Context: an optimization exercise on an open-source flow, tuned for small area and a short achievable clock period. The choices shown serve that exercise and are no tape-out recipe.
At most, simulation tests tie the RTL to the original design; equivalence was not proved.
Power figures rest on the tool's default switching activity, not on a simulated workload.

Design ml_demodulator, start of the top module:
module ml_demodulator(
    i_clk,
    i_reset,
    i_trig,
    i_y_hat,
    i_r,
    i_rd_rdy,
    o_rd_vld,
    o_llr,
    o_hard_bit
);
Size: about 5,300 cells after synthesis, roughly 490 I/O pins.
export LEC_CHECK = 0
export CAP_MARGIN = 20
export CORE_MARGIN = 2
export CORE_UTILIZATION = 60
export PLACE_DENSITY = 0.7
export SETUP_SLACK_MARGIN = 5
export SLEW_MARGIN = 20
create_clock -name core_clock -period 11.0 [get_ports {i_clk}]
standard.sh (not shown) runs the stock make flow with config.mk's settings and CLKGATE_MAP_FILE= SYNTH_SCRIPT=/design/flow/synth_recipe.tcl, a recipe that flattens the netlist after the stock synthesis.
==> flow/flow/run.sh <==
#!/bin/bash
set -euo pipefail
cd "$(dirname "$0")/.."
bash standard.sh synth > flow_synth.log 2>&1
bash standard.sh SETUP_SLACK_MARGIN=7.0 \
  'CTS_ARGS=-sink_clustering_enable -repair_clock_nets -dont_use_dummy_load' \
  finish > flow_layout.log 2>&1
The starting point went through all stages and came out clean.
Change:
--- a/flow/design.v
+++ b/flow/design.v
@@ -617,46 +617,22 @@
     input i_clk;
     input i_reset;
     input i_trig;
     input [159:0] i_y_hat;
     input [319:0] i_r;
     input i_rd_rdy;
     output o_rd_vld;
     output [7:0] o_llr;
     output o_hard_bit;
     reg [10:0] y4i, y4r, y3i, y3r, y2i, y2r, y1i, y1r;
     reg [10:0] ch [0:15];
-    wire       ch_sh = (k_slot != 3'd0);
-    integer ci;
-    always @(posedge i_clk) begin
-        if (~busy) begin
-        ch[0] <= i_r[319:309];    
-        ch[1] <= i_r[279:269];    
-        ch[2] <= i_r[299:289];    
-        ch[3] <= i_r[179:169];    
-        ch[4] <= i_r[239:229];    
-        ch[5] <= i_r[259:249];    
-        ch[6] <= i_r[139:129];    
-        ch[7] <= i_r[159:149];    
-        ch[8] <= i_r[79:69];    
-        ch[9] <= i_r[39:29];    
-        ch[10] <= i_r[59:49];    
-        ch[11] <= i_r[199:189];    
-        ch[12] <= i_r[219:209];    
-        ch[13] <= i_r[99:89];    
-        ch[14] <= i_r[119:109];    
-        ch[15] <= i_r[19:9];    
-        end else if (ch_sh) begin
-            for (ci = 0; ci < 15; ci = ci + 1) ch[ci] <= ch[ci + 1];
-        end
-    end
     reg       busy;
     reg [5:0] cyc;
     always @(posedge i_clk or posedge i_reset) begin
         if (i_reset) begin
             busy <= 1'b0;
             cyc  <= 6'd0;
         end else if (i_trig) begin
             busy <= 1'b1;
             cyc  <= 6'd0;
         end else if (busy) begin
             cyc  <= cyc + 6'd1;
@@ -745,33 +721,60 @@
     wire [0:0] k_fin = cw[0:0];
     reg [19:0] cwp;     
     always @(posedge i_clk) cwp <= {k_bwe, k_rb, k_sen, k_sk, k_sp, k_eo};
     wire [10:0] cx = ch[0];
     wire [10:0] cx1 = {cx[10], cx[10:1]};
     wire [10:0] cx3 = {{3{cx[10]}}, cx[10:3]};
     wire [10:0] cx4 = {{4{cx[10]}}, cx[10:4]};
     wire [10:0] cpos = cx1 + cx3 + cx4;
     wire [1:0]  ccor = {1'b0, ~cx[0]} + {1'b0, ~|cx[2:0]} + {1'b0, ~|cx[3:0]};
     wire        cmin = (cx == 11'h400);
     wire [10:0] cneg = cmin ? cpos : (~cx1 + ~cx3 + ~cx4 + {9'd0, ccor});
-    reg [10:0] dP, dN, f1rP, f1rN, f1iP, f1iN, f3rP, f3rN, f3iP, f3iN;
+    reg [10:0] dP, dN, f1rP, f1rN, f1iP, f1iN;
+    wire [10:0] f3rP = ch[12], f3rN = ch[13], f3iP = ch[14], f3iN = ch[15];
     always @(posedge i_clk) begin
         case (k_slot)
             3'd1: begin dP   <= cpos; dN   <= cneg; end
             3'd2: begin f1rP <= cpos; f1rN <= cneg; end
             3'd3: begin f1iP <= cpos; f1iN <= cneg; end
-            3'd6: begin f3rP <= cpos; f3rN <= cneg; end
-            3'd7: begin f3iP <= cpos; f3iN <= cneg; end
             default: ;
         endcase
     end
+    wire       ch_sh = (k_slot != 3'd0);
+    wire       ch_tail = ch_sh & (cyc < 6'd6);
+    integer ci;
+    always @(posedge i_clk) begin
+        if (~busy) begin
+        ch[0] <= i_r[319:309];    
+        ch[1] <= i_r[279:269];    
+        ch[2] <= i_r[299:289];    
+        ch[3] <= i_r[179:169];    
+        ch[4] <= i_r[239:229];    
+        ch[5] <= i_r[259:249];    
+        ch[6] <= i_r[139:129];    
+        ch[7] <= i_r[159:149];    
+        ch[8] <= i_r[79:69];    
+        ch[9] <= i_r[39:29];    
+        ch[10] <= i_r[59:49];    
+        ch[11] <= i_r[199:189];    
+        ch[12] <= i_r[219:209];    
+        ch[13] <= i_r[99:89];    
+        ch[14] <= i_r[119:109];    
+        ch[15] <= i_r[19:9];    
+        end else begin
+            if (ch_sh) for (ci = 0; ci < 12; ci = ci + 1) ch[ci] <= ch[ci + 1];
+            if (k_slot == 3'd6) begin ch[12] <= cpos; ch[13] <= cneg; end
+            else if (k_slot == 3'd7) begin ch[14] <= cpos; ch[15] <= cneg; end
+            else if (ch_tail) for (ci = 12; ci < 15; ci = ci + 1) ch[ci] <= ch[ci + 1];
+        end
+    end
     always @(posedge i_clk) begin
         if (~busy) begin
             y4i <= i_y_hat[159:149]; y4r <= i_y_hat[139:129];
             y3i <= i_y_hat[119:109]; y3r <= i_y_hat[ 99: 89];
             y2i <= i_y_hat[ 79: 69]; y2r <= i_y_hat[ 59: 49];
             y1i <= i_y_hat[ 39: 29]; y1r <= i_y_hat[ 19:  9];
         end else begin
             if (k_slot == 3'd4) begin y4r <= cpos; y3r <= cneg; end
             if (k_slot == 3'd5) begin y4i <= cpos; y3i <= cneg; end
         end
     end
What happened: Via count rises by 0.57%; setup slack gains 0.034 ns; register-to-register slack improves by 0.03 ns; hold slack gets better by 0.020 ns; routed wire length rose by 1.6%; synthesized cell count came out higher by 1.4%; clock-buffer cell count falls by 3.
Only the layout flow was run in the second run of this note; the RTL was not checked for function there.


Setup of harbor:
ml_demodulator, a different RTL version from the one above (not shown whole).
Size in the first run: roughly 5,000 cells after synthesis, ~1,100 flip-flops, about 490 I/O pins, ~62,000 sq um of cells after synthesis.
Settings: LEC_CHECK=0, ABC_CLOCK_PERIOD_IN_PS=3000, CAP_MARGIN=20, CORE_MARGIN=2, CORE_UTILIZATION=40, SETUP_SLACK_MARGIN=5, SLEW_MARGIN=20; clock period 11.0 ns.
==> flow/flow/run.sh <==
#!/bin/bash
set -euo pipefail
cd "$(dirname "$0")/.."
bash standard.sh synth > flow_synth.log 2>&1
bash standard.sh SETUP_SLACK_MARGIN=7.5 finish > flow_layout.log 2>&1
Input-level comparison between garnet and harbor:
--- a/flow/design.v
+++ b/flow/design.v
@@ -116,25 +116,16 @@
             2'd0: begin s_temp[0] <= o1; s_temp[1] <= o1; end
             2'd1: begin s_temp[2] <= o1; s_temp[3] <= o1; end
             2'd2: begin s_temp[0] <= o1; s_temp[2] <= o2; end
             default: begin s_temp[1] <= o1; s_temp[3] <= o2; end
         endcase
     end
-    wire        mIT = e_it;
-    wire        mCB = e_cb;
-    wire        mrg = e_mrg;
-    wire [10:0] mC = mIT ? min_PED_temp : min_PED_3rd;
-    wire [10:0] mT = mCB ? min_PED_temp : min_PED_temp2;
-    wire [10:0] k0 = mrg ? min_PED_1st : s_temp[0];
-    wire [10:0] k1 = mrg ? min_PED_2nd : s_temp[1];
-    wire [10:0] k2 = mrg ? mC : s_temp[2];
-    wire [10:0] k3 = mrg ? mT : s_temp[3];
-    wire lt01 = k0 < k1, lt02 = k0 < k2, lt03 = k0 < k3;
-    wire lt12 = k1 < k2, lt13 = k1 < k3, lt23 = k2 < k3;
-    wire eq01 = k0 == k1, eq02 = k0 == k2, eq03 = k0 == k3;
-    wire eq12 = k1 == k2, eq13 = k1 == k3, eq23 = k2 == k3;
+    wire lt01 = s_temp[0] < s_temp[1], lt02 = s_temp[0] < s_temp[2], lt03 = s_temp[0] < s_temp[3];
+    wire lt12 = s_temp[1] < s_temp[2], lt13 = s_temp[1] < s_temp[3], lt23 = s_temp[2] < s_temp[3];
+    wire eq01 = s_temp[0] == s_temp[1], eq02 = s_temp[0] == s_temp[2], eq03 = s_temp[0] == s_temp[3];
+    wire eq12 = s_temp[1] == s_temp[2], eq13 = s_temp[1] == s_temp[3], eq23 = s_temp[2] == s_temp[3];
     wire lt10 = ~lt01 & ~eq01, lt20 = ~lt02 & ~eq02, lt30 = ~lt03 & ~eq03;
     wire lt21 = ~lt12 & ~eq12, lt31 = ~lt13 & ~eq13, lt32 = ~lt23 & ~eq23;
     reg [1:0] C1_1st, C1_3rd, C1_temp;
     always @(*) begin
         C1_1st = 2'd0; C1_3rd = 2'd0; C1_temp = 2'd0;
         if(lt01 && lt02 && lt03)
@@ -556,18 +547,25 @@
     wire [10:0] vM  = s_temp[iM];
     wire [10:0] vX2 = s_temp[iX2];
     wire [10:0] vX3 = s_temp[iX3];
     wire [4:0]  nM  = f32 ? {par[4:3], iM,  par[0]} : {iM,  par[2:1], par[0]};
     wire [4:0]  nX2 = f32 ? {par[4:3], iX2, par[0]} : {iX2, par[2:1], par[0]};
     wire [4:0]  nX3 = {par[4:3], iX3, par[0]};
+    wire        mIT = e_it;
+    wire        mCB = e_cb;
+    wire [10:0] mA = min_PED_1st, mB = min_PED_2nd;
+    wire [10:0] mC = mIT ? min_PED_temp : min_PED_3rd;
+    wire [10:0] mT = mCB ? min_PED_temp : min_PED_temp2;
     wire [4:0]  mS = mCB ? {dt_h, dt_0} : {dt2_h, dt2_0};
-    wire gAB = lt10, gAC = lt20, gBA = lt01, gBC = lt21, gCA = lt02, gCB = lt12;
+    wire gAB = mB < mA, gAC = mC < mA, gBC = mC < mB;
+    wire eAB = mA == mB, eAC = mA == mC, eBC = mB == mC;
+    wire gBA = ~gAB & ~eAB, gCA = ~gAC & ~eAC, gCB = ~gBC & ~eBC;
     wire amax = gAB & gAC, bmax = gBA & gBC, cmax = gCA & gCB;
-    wire repA = amax & lt30;
-    wire repB = ~amax & bmax & lt31;
-    wire repC = ~amax & ~bmax & cmax & lt32;
+    wire repA = amax & (mT < mA);
+    wire repB = ~amax & bmax & (mT < mB);
+    wire repC = ~amax & ~bmax & cmax & (mT < mC);
     wire c31a = gAB & gCB;            
     wire c31b = ~c31a & gAC & gBC;    
     wire mg   = e_mrg & ~e_c31;
     wire rA   = mg & repA, rB = mg & repB, rC3 = mg & repC & ~mIT, rCT = mg & repC & mIT;
     wire c3a  = e_c31 & c31a, c3b = e_c31 & c31b;
     wire p1m  = e_l4 | e_c1 | e_c3 | e_d1;
[summary]
NOTE overall via count from detail_route harbor->garnet decreased slightly
Delta (garnet minus harbor): total combinational power +about 3%, final cell count +276, setup slack +0.49 ns.
Between garnet and harbor, the sequential share of cell area does not differ in any meaningful way.
| clock share of power | harbor vs garnet | ≈ equal |
Fmax | garnet vs harbor | garnet faster
Switching share of power of harbor is on par with garnet.
garnet and harbor ended up with roughly the same final setup violation count.
Function not checked in harbor: the RTL went through the layout flow alone.

-- afterwards: timing with drivers on the ports --
Ports are ideal in the flow. The routed layouts listed here were re-timed in OpenROAD.
Step 1 sets driving cells, clkbuf_16 on the clock port and buf_2 on the other inputs (assumed; they add their load-dependent delay and slew).
Step 2 moves the port delays by t, midway between the first and last clock arrival at a register: inputs arrive t later, outputs are due t later. That takes back most of the time a late clock gives input paths.
a / b / c = ideal / step 1 / step 2; a / b = the first two.
run | shift t [ns] | setup slack, ns | worst slew at a driven data input, ns
the first run of note 1 | 0.738 | 6.935 / 6.935 / 6.655 | 0.13
the second run of note 1 | 0.754 | 6.969 / 6.969 / 6.632 | 0.10
harbor | 0.827 | 6.444 / 6.444 / 6.444 | 0.15
garnet | 0.816 | 6.934 / 6.934 / 6.859 | 0.11
After both steps setup and hold are still met in every run listed. The setup slack of the second run of note 1, which loses most, moves by 0.000 ns with the drivers and by -0.337 ns with both steps.
